Context: an optimization exercise on an open-source flow, tuned for small area. The choices shown serve that exercise and are no tape-out recipe.
Function not checked in this run: the RTL went through the layout flow alone.
Power and IR drop assume default switching activity.

File: run.sh
#!/bin/bash
# synth_recipe.tcl (not shown) runs the flow's synth.tcl, then flattens the netlist and writes it again
# the make line also repeats each setting of config.mk as NAME=value (left out here)
make -C /OpenROAD-flow-scripts/flow DESIGN_CONFIG=/design/flow/config.mk WORK_HOME=/design/flow/orfs CLKGATE_MAP_FILE= SYNTH_SCRIPT=/design/flow/synth_recipe.tcl finish
File: config.mk
export PLATFORM = sky130hd
export DESIGN_NAME = top_project
export DESIGN_NICKNAME = top_project
export VERILOG_FILES = /design/flow/design.v
export SDC_FILE = /design/flow/constraint.sdc
export NUM_CORES = 4
export LEC_CHECK = 0
export ABC_AREA = 1
export CAP_MARGIN = 20
export CORE_MARGIN = 2
export CORE_UTILIZATION = 60
export CTS_BUF_LIST = sky130_fd_sc_hd__clkbuf_8
export SLEW_MARGIN = 20
File: constraint.sdc
create_clock -name core_clock -period 12.0 [get_ports {clk}]
set_input_delay 2.4000 -clock core_clock [delete_from_list [all_inputs] [get_ports {clk}]]
set_output_delay 2.4000 -clock core_clock [all_outputs]
set_load 0.01 [all_outputs]
File: design.v
`timescale 1ns / 1ns
module top_project(
    input clk,
    input reset,
    input rx,
    output tx,
    input [1:0] sw_mode,
    input [3:0] btn,
    output [7:0] fnd_font,
    output [3:0] fnd_comm,
    output [3:0] led
    );
    wire ph0, ph1, ph2, ph4, smp, bpulse, scan, wc_ms;
    wire [3:0] wmu, wmt;
    tbase U_tbase(.clk(clk), .reset(reset), .wmu(wmu), .wmt(wmt), .wc_ms(wc_ms),
        .ph0(ph0), .ph1(ph1), .ph2(ph2), .ph4(ph4), .smp(smp), .bpulse(bpulse), .scan(scan));
    wire b_run, b_clear, b_sec, b_min, b_hour;
    buttons U_buttons(.clk(clk), .reset(reset), .btn(btn), .m(sw_mode[1]), .smp(smp), .bpulse(bpulse),
        .run(b_run), .clear(b_clear), .sec(b_sec), .min(b_min), .hour(b_hour));
    wire u_run, u_clear, u_sec, u_min, u_hour;
    uart_echo U_uart(.clk(clk), .reset(reset), .rx(rx), .tx(tx), .ph0(ph0), .ph1(ph1), .ph2(ph2), .ph4(ph4),
        .run(u_run), .clear(u_clear), .sec(u_sec), .min(u_min), .hour(u_hour));
    wire [3:0] smu, smt, ssu, sxu, shu;
    wire [2:0] sst, sxt;
    wire [1:0] sht;
    swatch U_swatch(.clk(clk), .reset(reset), .run_p(b_run | u_run), .clear_p(b_clear | u_clear),
        .mu(smu), .mt(smt), .su(ssu), .st(sst), .xu(sxu), .xt(sxt), .hu(shu), .ht(sht));
    wire [3:0] wsu, wxu, whu;
    wire [2:0] wst, wxt;
    wire [1:0] wht;
    tod U_tod(.clk(clk), .reset(reset), .sec_inc(b_sec | u_sec | wc_ms), .min_p(b_min | u_min), .hour_p(b_hour | u_hour),
        .su(wsu), .st(wst), .xu(wxu), .xt(wxt), .hu(whu), .ht(wht));
    display U_display(.clk(clk), .reset(reset), .scan(scan), .sw_mode(sw_mode),
        .wmu(wmu), .wmt(wmt), .wsu(wsu), .wst(wst), .wxu(wxu), .wxt(wxt), .whu(whu), .wht(wht),
        .smu(smu), .smt(smt), .ssu(ssu), .sst(sst), .sxu(sxu), .sxt(sxt), .shu(shu), .sht(sht),
        .fnd_font(fnd_font), .fnd_comm(fnd_comm), .led(led));
endmodule
module tbase(
    input clk, input reset,
    output reg [3:0] wmu, output reg [3:0] wmt, output wc_ms,
    output ph0, output ph1, output ph2, output ph4, output smp, output bpulse, output scan
);
    reg p, early;                     
    always @(posedge clk, posedge reset) begin
        if (reset) begin
            p <= 1'b0;
            early <= 1'b1;
        end else begin
            p <= ~p;
            early <= early & ~p;
        end
    end
    wire w_inc = ~p & ~early;         
    wire wmu9  = (wmu[3] & ~wmu[2] & ~wmu[0]);
    wire [1:0] m4 = {((~wmt[3] & ~wmt[2] & wmt[0]) | (wmt[3] & wmt[1]) | (wmt[3] & ~wmt[2] & ~wmt[0]) | (~wmt[3] & wmt[2] & ~wmt[1])) ^ ((~wmu[3] & wmu[2]) | (wmu[1] & ~wmu[0])), (~wmu[3] & ~wmu[2] & wmu[0]) | (wmu[3] & wmu[1]) | (wmu[3] & ~wmu[2] & ~wmu[0]) | (~wmu[3] & wmu[2] & ~wmu[1])};
    assign ph0 = ~p & (m4 == 2'd3);   
    assign ph1 =  p & (m4 == 2'd0);   
    assign ph2 = ~p & (m4 == 2'd0);   
    assign ph4 = ~p & (m4 == 2'd1);   
    wire w49 = wmu9 & ((wmt[3] & ~wmt[2]));
    assign smp    =  p & w49;         
    assign bpulse = ~p & w49;         
    assign scan   =  p & ((wmu[3] & ~wmu[2]));   
    assign wc_ms  =  p & ~early & ((~wmu[3] & ~wmu[2] & ~wmu[1] & ~wmu[0])) & ((~wmt[3] & ~wmt[2] & ~wmt[1] & ~wmt[0]));
    always @(posedge clk, posedge reset) begin
        if (reset) begin
            wmu <= 4'd0;
            wmt <= 4'd0;
        end else if (w_inc) begin
            wmu <= {wmu[2:0], (~wmu[2] & wmu[1] & wmu[0]) | (wmu[3] & wmu[0]) | (~wmu[3] & ~wmu[1] & ~wmu[0])};
            if (wmu9) wmt <= {wmt[2:0], (~wmt[2] & wmt[1] & wmt[0]) | (wmt[3] & wmt[0]) | (~wmt[3] & ~wmt[1] & ~wmt[0])};
        end
    end
endmodule
module buttons(
    input clk, input reset, input [3:0] btn, input m, input smp, input bpulse,
    output run, output clear, output sec, output min, output hour
);
    reg f;
    reg [3:0] na, nb, nc;
    wire ib = m ? btn[0] : btn[2];
    wire keep = (f == m);
    always @(posedge clk, posedge reset) begin
        if (reset) begin
            f <= 1'b0;
            na <= 4'd0;
            nb <= 4'd0;
            nc <= 4'd0;
        end else if (smp) begin
            f <= m;
            na <= btn[1] ? (keep ? {na[2:0], (~na[3] & na[2]) | (~na[2] & ~na[1]) | (na[3] & na[1])} : 4'b0001) : 4'b0000;
            nb <= ib     ? (keep ? {nb[2:0], (~nb[3] & nb[2]) | (~nb[2] & ~nb[1]) | (nb[3] & nb[1])} : 4'b0001) : 4'b0000;
            nc <= (btn[3] & m) ? {nc[2:0], (~nc[3] & nc[2]) | (~nc[2] & ~nc[1]) | (nc[3] & nc[1])} : 4'b0000;
        end
    end
    wire pa = bpulse & ((~na[3] & na[2] & na[1] & na[0]));
    wire pb = bpulse & ((~nb[3] & nb[2] & nb[1] & nb[0]));
    assign run   = pa & ~f;
    assign hour  = pa &  f;
    assign clear = pb & ~f;
    assign sec   = pb &  f;
    assign min   = bpulse & ((~nc[3] & nc[2] & nc[1] & nc[0]));
endmodule
module uart_echo(
    input clk, input reset, input rx, output tx,
    input ph0, input ph1, input ph2, input ph4,
    output run, output clear, output sec, output min, output hour
);
    reg [7:0] k;
    reg [7:0] rdata;
    wire r_idle = k[7] & ~k[6] & k[4] & k[3];           
    always @(posedge clk, posedge reset) begin
        if (reset)
            k <= 8'd152;
        else if (r_idle) begin
            if (~rx) k <= 8'd248;
        end else if (ph0)
            k <= k + 8'd1;
    end
    always @(posedge clk) begin
        if (~r_idle & ph0 & ~k[7] & (k[3:0] == 4'hf))
            rdata[k[6:4]] <= rx;
    end
    wire r_done = ph0 & k[7] & k[4] & ~k[3] & k[2] & k[1] & k[0];    
    reg pend;
    reg [7:0] u;
    reg txr;
    reg [2:0] cmd;
    wire t_start = pend & ph4;
    wire t_idle = u[7] & ~u[6] & u[4] & u[0];           
    always @(posedge clk, posedge reset) begin
        if (reset) begin
            pend <= 1'b0;
            u <= 8'd145;
            txr <= 1'b1;
        end else begin
            if (r_done) pend <= 1'b1;
            else if (t_start) pend <= 1'b0;
            if (t_start) u <= 8'd240;
            else if (ph0 & ~t_idle) u <= u + 8'd1;
            if (t_start) txr <= 1'b0;
            else if (ph1 & (u[3:0] == 4'h0)) txr <= u[7] | rdata[u[6:4]];
        end
    end
    assign tx = txr;
    always @(posedge clk) begin
        if (t_start)
            case (rdata)
                8'h52: cmd <= 3'd1;
                8'h43: cmd <= 3'd2;
                8'h73: cmd <= 3'd3;
                8'h6D: cmd <= 3'd4;
                8'h68: cmd <= 3'd5;
                default: cmd <= 3'd0;
            endcase
    end
    wire cfire = ph2 & u[7] & ~u[6] & u[4] & ~u[0];     
    assign run   = cfire & (cmd == 3'd1);
    assign clear = cfire & (cmd == 3'd2);
    assign sec   = cfire & (cmd == 3'd3);
    assign min   = cfire & (cmd == 3'd4);
    assign hour  = cfire & (cmd == 3'd5);
endmodule
module swatch(
    input clk, input reset, input run_p, input clear_p,
    output reg [3:0] mu, output reg [3:0] mt, output reg [3:0] su, output reg [2:0] st,
    output reg [3:0] xu, output reg [2:0] xt, output reg [3:0] hu, output reg [1:0] ht
);
    reg [1:0] fsm;                    
    wire s_run = (fsm == 2'd1);
    wire s_clr = (fsm == 2'd2);
    always @(posedge clk, posedge reset) begin
        if (reset) fsm <= 2'd0;
        else case (fsm)
            2'd0: if (run_p) fsm <= 2'd1; else if (clear_p) fsm <= 2'd2;
            2'd1: if (run_p) fsm <= 2'd0;
            2'd2: if (clear_p) fsm <= 2'd0;
            default: ;
        endcase
    end
    wire mu9 = (mu[3] & ~mu[2] & ~mu[0]);
    wire su9 = (su[3] & ~su[2] & ~su[0]);
    wire xu9 = (xu[3] & ~xu[2] & ~xu[0]);
    wire hu9 = (hu[3] & ~hu[2] & ~hu[0]);
    reg cs, clks, c1, c2, c3;
    always @(posedge clk, posedge reset) begin
        if (reset) begin
            cs <= 1'b0; clks <= 1'b0;
            mu <= 0; mt <= 0; su <= 0; st <= 0; xu <= 0; xt <= 0; hu <= 0; ht <= 0;
            c1 <= 0; c2 <= 0; c3 <= 0;
        end else begin
            clks <= s_run & cs;
            if (s_run) cs <= ~cs;
            else if (s_clr) cs <= 1'b0;
            c1 <= ~s_clr & clks & mu9 & ((mt[3] & ~mt[2] & ~mt[0]));
            c2 <= ~s_clr & c1 & su9 & st[2] & ~st[1];
            c3 <= ~s_clr & c2 & xu9 & xt[2] & ~xt[1];
            if (s_clr) begin
                mu <= 0; mt <= 0; su <= 0; st <= 0; xu <= 0; xt <= 0; hu <= 0; ht <= 0;
            end else begin
                if (clks) begin
                    mu <= {mu[2:0], (~mu[2] & mu[1] & mu[0]) | (mu[3] & mu[0]) | (~mu[3] & ~mu[1] & ~mu[0])};
                    if (mu9) mt <= {mt[2:0], (~mt[2] & mt[1] & mt[0]) | (mt[3] & mt[0]) | (~mt[3] & ~mt[1] & ~mt[0])};
                end
                if (c1) begin
                    su <= {su[2:0], (~su[2] & su[1] & su[0]) | (su[3] & su[0]) | (~su[3] & ~su[1] & ~su[0])};
                    if (su9) st <= {st[1:0], ~st[2]};
                end
                if (c2) begin
                    xu <= {xu[2:0], (~xu[2] & xu[1] & xu[0]) | (xu[3] & xu[0]) | (~xu[3] & ~xu[1] & ~xu[0])};
                    if (xu9) xt <= {xt[1:0], ~xt[2]};
                end
                if (c3) begin
                    if (((~hu[3] & hu[2] & ~hu[1])) & ht[1]) begin
                        hu <= 0; ht <= 0;
                    end else begin
                        hu <= {hu[2:0], (~hu[2] & hu[1] & hu[0]) | (hu[3] & hu[0]) | (~hu[3] & ~hu[1] & ~hu[0])};
                        if (hu9) ht <= {ht[0], 1'b1};
                    end
                end
            end
        end
    end
endmodule
module tod(
    input clk, input reset, input sec_inc, input min_p, input hour_p,
    output reg [3:0] su, output reg [2:0] st, output reg [3:0] xu, output reg [2:0] xt,
    output reg [3:0] hu, output reg [1:0] ht
);
    wire su9 = (su[3] & ~su[2] & ~su[0]);
    wire xu9 = (xu[3] & ~xu[2] & ~xu[0]);
    wire hu9 = (hu[3] & ~hu[2] & ~hu[0]);
    reg cs, cx;
    wire min_inc = min_p | cs;
    wire hr_inc  = hour_p | cx;
    always @(posedge clk, posedge reset) begin
        if (reset) begin
            su <= 0; st <= 0; xu <= 0; xt <= 0; hu <= 4'b0010; ht <= 2'b01;
            cs <= 0; cx <= 0;
        end else begin
            cs <= sec_inc & su9 & st[2] & ~st[1];
            cx <= min_inc & xu9 & xt[2] & ~xt[1];
            if (sec_inc) begin
                su <= {su[2:0], (~su[2] & su[1] & su[0]) | (su[3] & su[0]) | (~su[3] & ~su[1] & ~su[0])};
                if (su9) st <= {st[1:0], ~st[2]};
            end
            if (min_inc) begin
                xu <= {xu[2:0], (~xu[2] & xu[1] & xu[0]) | (xu[3] & xu[0]) | (~xu[3] & ~xu[1] & ~xu[0])};
                if (xu9) xt <= {xt[1:0], ~xt[2]};
            end
            if (hr_inc) begin
                if (((~hu[3] & hu[2] & ~hu[1])) & ht[1]) begin
                    hu <= 0; ht <= 0;
                end else begin
                    hu <= {hu[2:0], (~hu[2] & hu[1] & hu[0]) | (hu[3] & hu[0]) | (~hu[3] & ~hu[1] & ~hu[0])};
                    if (hu9) ht <= {ht[0], 1'b1};
                end
            end
        end
    end
endmodule
module display(
    input clk, input reset, input scan, input [1:0] sw_mode,
    input [3:0] wmu, input [3:0] wmt, input [3:0] wsu, input [2:0] wst, input [3:0] wxu, input [2:0] wxt,
    input [3:0] whu, input [1:0] wht,
    input [3:0] smu, input [3:0] smt, input [3:0] ssu, input [2:0] sst, input [3:0] sxu, input [2:0] sxt,
    input [3:0] shu, input [1:0] sht,
    output [7:0] fnd_font, output [3:0] fnd_comm, output [3:0] led
);
    reg [2:0] pos;
    always @(posedge clk, posedge reset) begin
        if (reset) pos <= 3'd0;
        else if (scan) pos <= pos + 3'd1;
    end
    wire sel_w = sw_mode[1];
    wire sel_h = sw_mode[0];
    wire [3:0] ms_u = sel_w ? wmu : smu;
    wire [3:0] ms_t = sel_w ? wmt : smt;
    wire [3:0] s_u  = sel_w ? wsu : ssu;
    wire [2:0] s_t  = sel_w ? wst : sst;
    wire [3:0] x_u  = sel_w ? wxu : sxu;
    wire [2:0] x_t  = sel_w ? wxt : sxt;
    wire [3:0] h_u  = sel_w ? whu : shu;
    wire [1:0] h_t  = sel_w ? wht : sht;
    reg [3:0] dg;
    always @(*) begin
        case (pos[1:0])
            2'd0: dg = sel_h ? x_u : ms_u;
            2'd1: dg = sel_h ? {1'b0, x_t} : ms_t;
            2'd2: dg = sel_h ? h_u : s_u;
            default: dg = sel_h ? {2'b0, h_t} : {1'b0, s_t};
        endcase
    end
    wire tj = pos[0] & (pos[1] | sel_h);
    wire [6:0] seg;
    assign seg[0] = (~dg[1] & dg[0]) | (tj & dg[1] & ~dg[0]);
    assign seg[1] = (~tj & dg[1] & dg[0]) | (tj & dg[2] & ~dg[1]);
    assign seg[2] = (~dg[2] & dg[1] & ~dg[0]) | (tj & ~dg[2] & dg[1]);
    assign seg[3] = (~dg[1] & dg[0]) | (dg[2] & dg[1] & ~dg[0]);
    assign seg[4] = (~tj & ~dg[2] & dg[0]) | (dg[3] & dg[1]) | (~dg[1] & dg[0]) | (dg[3] & ~dg[2]) | (tj & dg[2]) | (~dg[3] & dg[2] & ~dg[1]);
    assign seg[5] = (~dg[3] & ~dg[1] & dg[0]) | (~tj & ~dg[3] & dg[2] & ~dg[1]) | (~tj & dg[1] & ~dg[0]) | (tj & dg[0]);
    assign seg[6] = (dg[3] & dg[1]) | (~dg[3] & ~dg[2] & ~dg[1]);
    wire dot = (pos[1:0] == 2'd2) & ((~ms_t[3] & ~ms_t[0]) | (~ms_t[1] & ms_t[0]));
    assign fnd_font = pos[2] ? {~dot, 7'h7f} : {1'b1, seg};
    reg [3:0] comm;
    always @(*) begin
        case (pos[1:0])
            2'd0: comm = 4'b1110;
            2'd1: comm = 4'b1101;
            2'd2: comm = 4'b1011;
            default: comm = 4'b0111;
        endcase
    end
    assign fnd_comm = comm;
    reg [3:0] ledr;
    always @(*) begin
        case (sw_mode)
            2'b00: ledr = 4'b0001;
            2'b01: ledr = 4'b0010;
            2'b10: ledr = 4'b0100;
            default: ledr = 4'b1000;
        endcase
    end
    assign led = ledr;
endmodule
==> notes.md <==
## per-stage QoR
stage               setup slack, ps  cells  hold slack (ps)  area [sq um]
floorplan                      6080    794              411          6210
global placement               4560    948              422          6600
detailed placement             4550    948              429          6600
CTS                            4550    964              445          6800
global route                   4280    964              481          6800
finish                         4490    964              443          6800
## logic make-up (layout without fill, tap and decap cells)
logic type,Yosys count,count (layout),synth area share
simple gates,331,331,0.240
buf+inv,152,186,0.0933
compound gates,173,173,0.159
xor+xnor,11,11,0.0155
fa+ha+maj,15,15,0.0302
flops,112,112,0.462
## power groups by stage
stage	combinational [mW]	sequential (mW)	clock [mW]
floorplan	0.0164	0.391	0
global placement	0.0260	0.391	0
detailed placement	0.0264	0.391	0
CTS	0.0265	0.383	0.240
global route	0.0299	0.383	0.254
finish	0.0263	0.383	0.235
## area by class of cell
cell class	instances	area (sq um)	share of cell area
multi-input combinational	530	2760	0.405
sequential	112	2870	0.422
timing repair buffer	26	258	0.0379
clock buffer	9	124	0.0182
tap	136	170	0.0250
inverter	144	543	0.0798
clock inverter	7	80.1	0.0118
## final timing paths
kind                              endpoint  cells past startpoint  slack (ps)
min in group asynchronous      U_uart.u[2]                      2        2350
max in group asynchronous   U_swatch.su[2]                      3        8440
hold / removal                 U_swatch.c3                      1         440
hold reg to reg                U_swatch.c3                      1         440
setup reg to reg           U_uart.rdata[0]                     12        9530
setup / recovery               fnd_font[3]                     14        4490
## synthesized netlist by cell type (all sizes together) (8+ instances only)
master	count	area share
dfstp	10	0.042
o22ai	38	0.038
o21ai	80	0.065
nand2	165	0.10
a21oi	33	0.027
inv	144	0.087
ha	15	0.030
dfrtp	91	0.37
xor2	8	0.011
nor3	29	0.024
nor2	55	0.036
edfxtp	11	0.053
nand4	12	0.013
nand3	60	0.052
## worst max-delay path, cell delays in order
cell             delay (ps)
clkdlybuf4s50_1         900
nand2_2                 270
nor2_1                  190
a21oi_1                  60
nand2_1                  90
nand2_1                  50
nand3_1                 100
nand2_1                  80
nand2_2                  90
inv_2                    60
nor2_1                  130
nand2_1                  70
nand3_1                  70
clkdlybuf4s50_1         550
## layer usage
metal / track usage / share of wire
met5: 0 / 0
met4: 0.0761 / 0.013
met3: 0.0544 / 0.060
met2: 0.419 / 0.44
met1: 0.412 / 0.48
==> notes.md <==
- # H-tree levels: 3
- Commonest non-fill, non-tap cell in the layout: nand2_1
- Drt initial violations: 482
- Wire per inst: 15.1 um
- Worst Setup Path Type: input pin to primary output
- Commonest non-fill, non-tap cells in the layout: 155 x nand2_1, 131 x inv_1, 91 x dfrtp_1
- Main synth FF type: dfrtp_1
- DRC Markers: 0
- CP Data Required Time: 9600 ps
- Worst-path maximum fanout: 14
- Syn Nets: 818
- VDD IR max: 0.000113 V
- Slew @ Worst Pin: 864 ps
- Num ports: 26
- Initial antenna violation count: 0
- P_int: 0.489 mW
- Antenna-violating nets left: 0
- Max Slew Vio Count: 0
- Initial core utilization: 0.610
- Final core utilization: 0.668
- Worst Path Arrival: 5110 ps
- FF-to-FF Start: U_tbase.wmt[2]
- Net count, final: 847
- Die H: 106 um
- Max-cap viol count: 0
- Sequential Power Share: 0.594
- Power Dens Cells: 94.8 nW/um^2
- Core ar.: 10200 sq um
- Worst setup SP type: input pin
- Rel. slew slack: 0.424
- Final WL: 14600 um
- Clock root cell: clkbuf_8
- Setup Skew: 17.1 ps
- GRT overflow: 0
- Post-route total power: 0.645 mW
- Max clock buf depth: 2
- Worst-skew pair later-pin latency: 400 ps
- Sink Count: 112
- Synth cell types: 47
- Net Sw Frac: 0.242
- Final setup TNS: 0 ps
- Post-synth ARST share: 0.902
- Lkg Pwr: 3.12 nW
- HP Class: flop to flop
- Worst setup EP type: primary output
- Final Hold Fails: 0
- Routed via count: 5467
- Die X: 106 um
- DR vias/cell: 5.67
- Standard-cell rows: 37
- Clock network fraction of total power: 0.365
- Endpoints failing setup: 0
- N_diodes: 0
- Cts hold-fix bufs: 0
- Max Clk Rate: 133 MHz
- 1st-pass router iterations: 7
- Synth Register Bits: 112
- Share of layout cells above drive strength 1: 0.0797
- Tot GR Track Use: 0.278
- Largest net degree at the start of global routing: 70
- Clock slew at reported path FFs: 120 ps
- First-pass GRT wire length: 24500 um
- Status: no timing/DRC/antenna violations
- # port buffers: 25
- Area Growth Syn to Fin: 9.59%
- P_sw: 0.156 mW
- Worst setup path startpoint: sw_mode[1]
- Syn Area/Cell: 7.82 sq um
- Cts repair resizes: 0
- CTS Buf Count: 9
- Sequential cell area fraction in the yosys report: 0.462
- RSZ-0062 raised after global routing: false
- Die Area: 11200 sq um
- CTS tree: built
- Period minus WS final: 7510 ps
- Dpl hpwl: 11000 um
- Cells after Synth: 794
- Vias in the first global route: 5024
- Setup Fix Bufs, Post-CTS: 0
- Post-synth EDFFs: 11
- Hold path startpoint: U_swatch.xt[1]
- Routability congestion estimate: 0.958
- Crit share post-route: 0.626
- # fillers: 866
- Logic pwr share: 0.041
- Yosys Warn Count: 6
- Mapped Area: 6210 sq um

what the ideal ports hide:
Ports are ideal in the flow. The routed layout listed here was re-timed in OpenROAD.
Step 1 sets driving cells, clkbuf_16 on the clock port and buf_2 on the other inputs (assumed; they add their load-dependent delay and slew).
Step 2 adds t to the input delays and takes it off the output delays; t is the mean of the earliest and latest rising clock arrival at the registers after step 1. Input paths then give back, and output paths get back, about the clock's delay inside the block.
Slacks: no drivers / after step 1 / after step 2; pairs: no drivers / after step 1.
shift t [ns]: 0.428
setup WS [ns]: 4.487 / 4.462 / 4.462
worst hold slack (ns): 0.443 / 0.443 / 0.443
worst setup path at the end: input to output
After both steps this run still meets setup and hold. The setup slack of this run moves by -0.025 ns with the drivers and by -0.025 ns with both steps.
